What follows belongs to an exercise in optimizing a design on an open flow for small area and a short achievable clock period; a production flow would make more cautious choices.
In this exercise RTL edits were held to simulation tests only and were not proved equivalent to the original.

== maple ==
// Mesh
module Mesh(
  input         clock,
  input  [7:0]  io_in_a_0_0,
  input  [7:0]  io_in_a_1_0,
  input  [7:0]  io_in_a_2_0,
  input  [7:0]  io_in_a_3_0,
  input  [7:0]  io_in_a_4_0,
  input  [7:0]  io_in_a_5_0,
  input  [7:0]  io_in_a_6_0,
  input  [7:0]  io_in_a_7_0,
  input  [19:0] io_in_b_0_0,
  input  [19:0] io_in_b_1_0,
  input  [19:0] io_in_b_2_0,
  input  [19:0] io_in_b_3_0,
  input  [19:0] io_in_b_4_0,
  input  [19:0] io_in_b_5_0,
  input  [19:0] io_in_b_6_0,
  input  [19:0] io_in_b_7_0,
  input  [19:0] io_in_d_0_0,
  input  [19:0] io_in_d_1_0,
  input  [19:0] io_in_d_2_0,
  input  [19:0] io_in_d_3_0,
  input  [19:0] io_in_d_4_0,
  input  [19:0] io_in_d_5_0,
  input  [19:0] io_in_d_6_0,
  input  [19:0] io_in_d_7_0,
  input         io_in_control_0_0_dataflow,
  input         io_in_control_0_0_propagate,
  input  [4:0]  io_in_control_0_0_shift,
  input         io_in_control_1_0_dataflow,
  input         io_in_control_1_0_propagate,
  input  [4:0]  io_in_control_1_0_shift,
  input         io_in_control_2_0_dataflow,
  input         io_in_control_2_0_propagate,
  input  [4:0]  io_in_control_2_0_shift,
  input         io_in_control_3_0_dataflow,
  input         io_in_control_3_0_propagate,
  input  [4:0]  io_in_control_3_0_shift,
  input         io_in_control_4_0_dataflow,
  input         io_in_control_4_0_propagate,
  input  [4:0]  io_in_control_4_0_shift,
  input         io_in_control_5_0_dataflow,
  input         io_in_control_5_0_propagate,
  input  [4:0]  io_in_control_5_0_shift,
  input         io_in_control_6_0_dataflow,
  input         io_in_control_6_0_propagate,
  input  [4:0]  io_in_control_6_0_shift,
  input         io_in_control_7_0_dataflow,
  input         io_in_control_7_0_propagate,
  input  [4:0]  io_in_control_7_0_shift,
  input  [2:0]  io_in_id_0_0,
  input  [2:0]  io_in_id_1_0,
  input  [2:0]  io_in_id_2_0,
  input  [2:0]  io_in_id_3_0,
  input  [2:0]  io_in_id_4_0,
  input  [2:0]  io_in_id_5_0,
  input  [2:0]  io_in_id_6_0,
  input  [2:0]  io_in_id_7_0,
  ...
==> flow/config.mk <==
export PLATFORM = sky130hd
export DESIGN_NAME = Mesh
export DESIGN_NICKNAME = Mesh
export VERILOG_FILES = /design/flow/design.v
export SDC_FILE = /design/flow/constraint.sdc
export NUM_CORES = 8
export LEC_CHECK = 0
export ABC_AREA = 1
export CAP_MARGIN = 20
export CORE_MARGIN = 2
export CORE_UTILIZATION = 45
export CTS_CLUSTER_DIAMETER = 80
export CTS_CLUSTER_SIZE = 24
export SETUP_SLACK_MARGIN = 5.0
export SLEW_MARGIN = 20
==> flow/constraint.sdc <==
create_clock -name core_clock -period 8.5 [get_ports {clock}]
set_input_delay 1.7000 -clock core_clock [delete_from_list [all_inputs] [get_ports {clock}]]
set_output_delay 1.7000 -clock core_clock [all_outputs]
set_load 0.01 [all_outputs]
standard.sh (not shown) runs the stock make flow with config.mk's settings and CLKGATE_MAP_FILE= SYNTH_SCRIPT=/design/flow/synth_recipe.tcl, a recipe that flattens the netlist after the stock synthesis.
==> flow/flow/run.sh <==
#!/bin/bash
# Layout flow: the standard flow (standard.sh, all steps) with these make settings:
#  - SYNTH_ARGS=-noabc: no generic ABC pass before the final technology mapping
#  - ADDER_MAP_FILE empty: Yosys does not extract full/half adders into the library's
#    adder cells (which are slow); ABC maps the adder trees from plain gates
#    (registers and their names are unchanged)
#  - port buffers are buf_4 cells (BUFFER_PORTS_ARGS)
#  - sizing may change a cell's footprint (MATCH_CELL_FOOTPRINT=0)
#  - up to 10 antenna repair rounds after detailed routing (MAX_REPAIR_ANTENNAS_ITER_DRT)
#  - timing repair aims at 5.1 ns of setup slack (SETUP_SLACK_MARGIN; config.mk's settings
#    stop at 5)
# standard.sh's full output goes to standard.log here; ORFS's own logs are under orfs/logs.
set -euo pipefail
bash standard.sh \
  SYNTH_ARGS=-noabc \
  ADDER_MAP_FILE= \
  MATCH_CELL_FOOTPRINT=0 \
  "BUFFER_PORTS_ARGS=-buffer_cell sky130_fd_sc_hd__buf_4" \
  MAX_REPAIR_ANTENNAS_ITER_DRT=10 \
  SETUP_SLACK_MARGIN=5.1 \
  finish > standard.log 2>&1
maple: full flow OK, the timing, design-rule and antenna checks passed
Input-level comparison between juniper and maple:
==> flow/flow/run.sh <==
#!/bin/bash
# Layout flow: the standard flow (standard.sh, standard synthesis) with these make
# settings:
#  - port buffers are buf_4 cells (BUFFER_PORTS_ARGS)
#  - sizing may change a cell's footprint (MATCH_CELL_FOOTPRINT=0)
#  - up to 10 antenna repair rounds after detailed routing (MAX_REPAIR_ANTENNAS_ITER_DRT)
set -euo pipefail
GRT_SETUP_MARGIN=0.2
common=(
  MATCH_CELL_FOOTPRINT=0
  "BUFFER_PORTS_ARGS=-buffer_cell sky130_fd_sc_hd__buf_4"
  MAX_REPAIR_ANTENNAS_ITER_DRT=10
)
bash standard.sh "${common[@]}" cts > standard_cts.log 2>&1
bash standard.sh "${common[@]}" SETUP_SLACK_MARGIN=$GRT_SETUP_MARGIN finish > standard_finish.log 2>&1
-- flow/config.mk --
<<< maple, line 13
export CTS_CLUSTER_SIZE = 24
export SETUP_SLACK_MARGIN = 5.0
export SLEW_MARGIN = 20
>>> juniper, line 13
export CTS_CLUSTER_SIZE = 24
export SETUP_SLACK_MARGIN = 4.5
export SLEW_MARGIN = 20
--- outcome ---
- Xor and xnor area share after synthesis was higher in juniper than in maple.
- Against maple, average wire length per cell after detail routing in juniper rose by more than 10%.
- Comparing the two runs side by side, juniper comes out behind maple on minimum clock period.
Modified inputs, garnet compared to juniper
==> flow/flow/run.sh <==
#!/bin/bash
# Layout flow: the standard flow (standard.sh, all steps) with these make settings:
#  - SYNTH_ARGS=-noabc: no generic ABC pass before the final technology mapping
#  - ADDER_MAP_FILE empty: Yosys does not extract full/half adders into the library's
#    adder cells (which are slow); ABC maps the adder trees from plain gates
#    (registers and their names are unchanged)
#  - port buffers are buf_4 cells (BUFFER_PORTS_ARGS)
#  - sizing may change a cell's footprint (MATCH_CELL_FOOTPRINT=0)
#  - up to 10 antenna repair rounds after detailed routing (MAX_REPAIR_ANTENNAS_ITER_DRT)
# standard.sh's full output goes to standard.log here; ORFS's own logs are under orfs/logs.
set -euo pipefail
bash standard.sh \
  SYNTH_ARGS=-noabc \
  ADDER_MAP_FILE= \
  MATCH_CELL_FOOTPRINT=0 \
  "BUFFER_PORTS_ARGS=-buffer_cell sky130_fd_sc_hd__buf_4" \
  MAX_REPAIR_ANTENNAS_ITER_DRT=10 \
  finish > standard.log 2>&1
-- flow/config.mk --
<<< juniper, line 11
export CORE_UTILIZATION = 45
export CTS_CLUSTER_DIAMETER = 80
export CTS_CLUSTER_SIZE = 24
export SETUP_SLACK_MARGIN = 4.5
export SLEW_MARGIN = 20
>>> garnet, line 11
export CORE_UTILIZATION = 45
export SETUP_SLACK_MARGIN = 5.0
export SLEW_MARGIN = 20
Results
Every run in the comparison, garnet and juniper, completed the flow with a clean layout. Compared with juniper, in garnet routability congestion estimate from global placement dropped about 1.2%, die area now sits higher, longest individual stage delay on the worst path lost 0.22 ns, wire length went up by 240000 um. Final critical-path share of the clock period in garnet is 10 points lower than in juniper. Final cell count grows by more than a quarter when moving from juniper to garnet. Comparing garnet and juniper, the higher clock buffer instance count of the final layout was measured on garnet.
Modified inputs, xenon compared to garnet
-- flow/config.mk --
<<< garnet, line 11
export CORE_UTILIZATION = 45
export SETUP_SLACK_MARGIN = 5.0
>>> xenon, line 11
export CORE_UTILIZATION = 45
export CTS_CLUSTER_DIAMETER = 80
export CTS_CLUSTER_SIZE = 24
export SETUP_SLACK_MARGIN = 5.0
No run among garnet and xenon stopped early or left any final violation; all are clean. [compare] base=garnet new=xenon: part of the cycle the worst path needs decreased by 0.40 points relative to the old numbers; final area decreased by 10000 um^2 relative to the old numbers. The higher number of cells upsized or downsized after cts of garnet and xenon is in garnet. Compared to garnet, the router laid down less metal wire for xenon. In terms of area of the multi-input gates, xenon and garnet differ only marginally. The reg2reg setup slack on xenon is in line with that on garnet. There was hardly any difference in width of the chip between xenon and garnet.

========
== v31 ==
Mesh, a different RTL version from the one above (not shown whole).
Size: ~7300 flip-flops, ~810 I/O pins.
==> flow/design.v (excerpt) <==
module Mesh(
  input         clock,
  input  [7:0]  io_in_a_0_0,
  input  [7:0]  io_in_a_1_0,
  input  [7:0]  io_in_a_2_0,
  input  [7:0]  io_in_a_3_0,
  input  [7:0]  io_in_a_4_0,
  input  [7:0]  io_in_a_5_0,
  input  [7:0]  io_in_a_6_0,
  input  [7:0]  io_in_a_7_0,
  input  [19:0] io_in_b_0_0,
  input  [19:0] io_in_b_1_0,
  input  [19:0] io_in_b_2_0,
  input  [19:0] io_in_b_3_0,
  input  [19:0] io_in_b_4_0,
  input  [19:0] io_in_b_5_0,
  input  [19:0] io_in_b_6_0,
  input  [19:0] io_in_b_7_0,
  input  [19:0] io_in_d_0_0,
  input  [19:0] io_in_d_1_0,
  input  [19:0] io_in_d_2_0,
  input  [19:0] io_in_d_3_0,
  input  [19:0] io_in_d_4_0,
  input  [19:0] io_in_d_5_0,
  input  [19:0] io_in_d_6_0,
  input  [19:0] io_in_d_7_0,
  input         io_in_control_0_0_dataflow,
  input         io_in_control_0_0_propagate,
  input  [4:0]  io_in_control_0_0_shift,
  input         io_in_control_1_0_dataflow,
  input         io_in_control_1_0_propagate,
  input  [4:0]  io_in_control_1_0_shift,
  input         io_in_control_2_0_dataflow,
  input         io_in_control_2_0_propagate,
  input  [4:0]  io_in_control_2_0_shift,
  input         io_in_control_3_0_dataflow,
  input         io_in_control_3_0_propagate,
  input  [4:0]  io_in_control_3_0_shift,
  input         io_in_control_4_0_dataflow,
  input         io_in_control_4_0_propagate,
  input  [4:0]  io_in_control_4_0_shift,
  input         io_in_control_5_0_dataflow,
  input         io_in_control_5_0_propagate,
  input  [4:0]  io_in_control_5_0_shift,
  input         io_in_control_6_0_dataflow,
  input         io_in_control_6_0_propagate,
  input  [4:0]  io_in_control_6_0_shift,
  input         io_in_control_7_0_dataflow,
  input         io_in_control_7_0_propagate,
  input  [4:0]  io_in_control_7_0_shift,
  input  [2:0]  io_in_id_0_0,
  input  [2:0]  io_in_id_1_0,
  input  [2:0]  io_in_id_2_0,
  input  [2:0]  io_in_id_3_0,
  input  [2:0]  io_in_id_4_0,
  input  [2:0]  io_in_id_5_0,
  input  [2:0]  io_in_id_6_0,
  input  [2:0]  io_in_id_7_0,
  input         io_in_last_0_0,
  input         io_in_last_1_0,
  input         io_in_last_2_0,
  input         io_in_last_3_0,
  input         io_in_last_4_0,
  input         io_in_last_5_0,
  input         io_in_last_6_0,
  input         io_in_last_7_0,
  input         io_in_valid_0_0,
  input         io_in_valid_1_0,
  input         io_in_valid_2_0,
  input         io_in_valid_3_0,
  input         io_in_valid_4_0,
  input         io_in_valid_5_0,
  input         io_in_valid_6_0,
  input         io_in_valid_7_0,
  output [19:0] io_out_b_0_0,
  output [19:0] io_out_b_1_0,
  output [19:0] io_out_b_2_0,
  output [19:0] io_out_b_3_0,
  output [19:0] io_out_b_4_0,
  output [19:0] io_out_b_5_0,
  output [19:0] io_out_b_6_0,
  output [19:0] io_out_b_7_0,
  output [19:0] io_out_c_0_0,
  output [19:0] io_out_c_1_0,
  output [19:0] io_out_c_2_0,
  output [19:0] io_out_c_3_0,
  output [19:0] io_out_c_4_0,
  output [19:0] io_out_c_5_0,
  output [19:0] io_out_c_6_0,
  output [19:0] io_out_c_7_0,
  output        io_out_valid_0_0,
  output        io_out_control_0_0_dataflow,
  output [2:0]  io_out_id_0_0,
  output        io_out_last_0_0
);
clock: 8.5 ns
lec_check: 0
abc_area: 1
cap_margin: 20
core_margin: 2
core_utilization: 45
setup_slack_margin: 4.5
slew_margin: 20
==> flow/flow/run.sh <==
#!/bin/bash
# Layout flow: the standard flow (standard.sh) with these make settings:
#  - SYNTH_ARGS=-noabc: no generic ABC pass before Yosys extracts full adders, so the
#    carry-save trees keep their structure (registers and their names are unchanged)
#  - port buffers are buf_4 cells (BUFFER_PORTS_ARGS)
#  - sizing may change a cell's footprint (MATCH_CELL_FOOTPRINT=0)
#  - up to 10 antenna repair rounds after detailed routing (MAX_REPAIR_ANTENNAS_ITER_DRT)
set -euo pipefail
GRT_SETUP_MARGIN=0.2
common=(
  SYNTH_ARGS=-noabc
  MATCH_CELL_FOOTPRINT=0
  "BUFFER_PORTS_ARGS=-buffer_cell sky130_fd_sc_hd__buf_4"
  MAX_REPAIR_ANTENNAS_ITER_DRT=10
)
bash standard.sh "${common[@]}" cts > standard_cts.log 2>&1
bash standard.sh "${common[@]}" SETUP_SLACK_MARGIN=$GRT_SETUP_MARGIN finish > standard_finish.log 2>&1
v31 | stages: all done | timing, DRC, antenna: all pass
#### Input delta (v55 over v31)
==> flow/flow/run.sh <==
#!/bin/bash
# Layout flow: the standard flow (standard.sh, all steps) with these make settings:
#  - SYNTH_ARGS=-noabc: no generic ABC pass before the final technology mapping
#  - ADDER_MAP_FILE empty: Yosys does not extract full/half adders into the library's
#    adder cells (which are slow); ABC maps the adder trees from plain gates
#    (registers and their names are unchanged)
#  - port buffers are buf_4 cells (BUFFER_PORTS_ARGS)
#  - sizing may change a cell's footprint (MATCH_CELL_FOOTPRINT=0)
#  - up to 10 antenna repair rounds after detailed routing (MAX_REPAIR_ANTENNAS_ITER_DRT)
# standard.sh's full output goes to standard.log here; ORFS's own logs are under orfs/logs.
set -euo pipefail
bash standard.sh \
  SYNTH_ARGS=-noabc \
  ADDER_MAP_FILE= \
  MATCH_CELL_FOOTPRINT=0 \
  "BUFFER_PORTS_ARGS=-buffer_cell sky130_fd_sc_hd__buf_4" \
  MAX_REPAIR_ANTENNAS_ITER_DRT=10 \
  finish > standard.log 2>&1
[summary]
Compared with v31, v55 shows a lower time the worst path needs with I/O delays and setup. Against v31, v55 comes in 1443 lower on count of plain and timing-repair buffers. Of the two values seen for standard cell with the maximum stage delay on the critical path, nor2_1 was produced by v55 and fa_2 by v31. For the cell area, v55 came in about 2.4% higher than v31 did. v55 vs v31 — setup slack on the worst flop-to-flop path rose 0.63 ns. Worst-case hold slack: v31 vs v55 — no meaningful difference.
Modified inputs, v50 compared to v55
==> flow/run.sh (new file) <==
#!/bin/bash
# synth_recipe.tcl (not shown) runs the flow's synth.tcl, then flattens the netlist and writes it again
# the make line also repeats each setting of config.mk as NAME=value (left out here)
make -C /OpenROAD-flow-scripts/flow DESIGN_CONFIG=/design/flow/config.mk WORK_HOME=/design/flow/orfs CLKGATE_MAP_FILE= SYNTH_SCRIPT=/design/flow/synth_recipe.tcl finish
removed: flow/flow/run.sh
removed: flow/standard.sh
==> notes.md <==
- Hold slack essentially unchanged between v55 and v50.
- Count of buffers added by post-CTS timing repair for setup: v50 > v55
- Netlist area before placement (higher): v55
- Compared with v55, highest clock rate in v50 decreased by more than 10%.
- Going from v55 to v50, ratio of routed vias to standard cells saw an increase; total number of tap cells lost 8.8%; worst setup slack after layout dropped 0.67 ns.
- v50 ran to completion and came out clean on the timing, design-rule and antenna checks.

## separate check: timing with driven ports
The results above use ideal ports. As a check the final layouts listed here were re-extracted and re-timed, cells and wires unchanged. Step 1: set_driving_cell puts a clkbuf_16 on clock and a buf_2 on each other input, an assumption about the parent block. Step 2 also shifts input and output timing later by t, the mid clock arrival at the registers, as if the neighbouring blocks saw the same clock. Three values: ideal ports, drivers, drivers and shift; two values: the first two.
run | shift t [ns] | slack for setup (ns) | worst setup path after step 2 | clock arrival spread, ns | pins driven straight from the clock port
maple | 1.355 | 5.162 / 4.982 / 4.153 | input to register | 0.122 / 0.122 | 1
juniper | 1.328 | 4.250 / 4.250 / 3.787 | input to register | 0.085 / 0.085 | 1
garnet | 1.388 | 5.115 / 4.936 / 4.023 | input to register | 0.092 / 0.091 | 1
xenon | 1.347 | 5.149 / 4.967 / 4.037 | input to register | 0.114 / 0.113 | 1
v31 | 1.343 | 4.044 / 4.044 / 3.962 | input to register | 0.090 / 0.089 | 1
v55 | 1.399 | 4.678 / 4.678 / 3.867 | input to register | 0.113 / 0.113 | 1
v50 | 1.359 | 4.013 / 4.013 / 3.348 | input to register | 0.072 / 0.073 | 1
After both steps setup and hold are still met in every run listed. For xenon, which loses most, drivers alone change the setup slack by -0.182 ns; drivers and shift together by -1.112 ns.
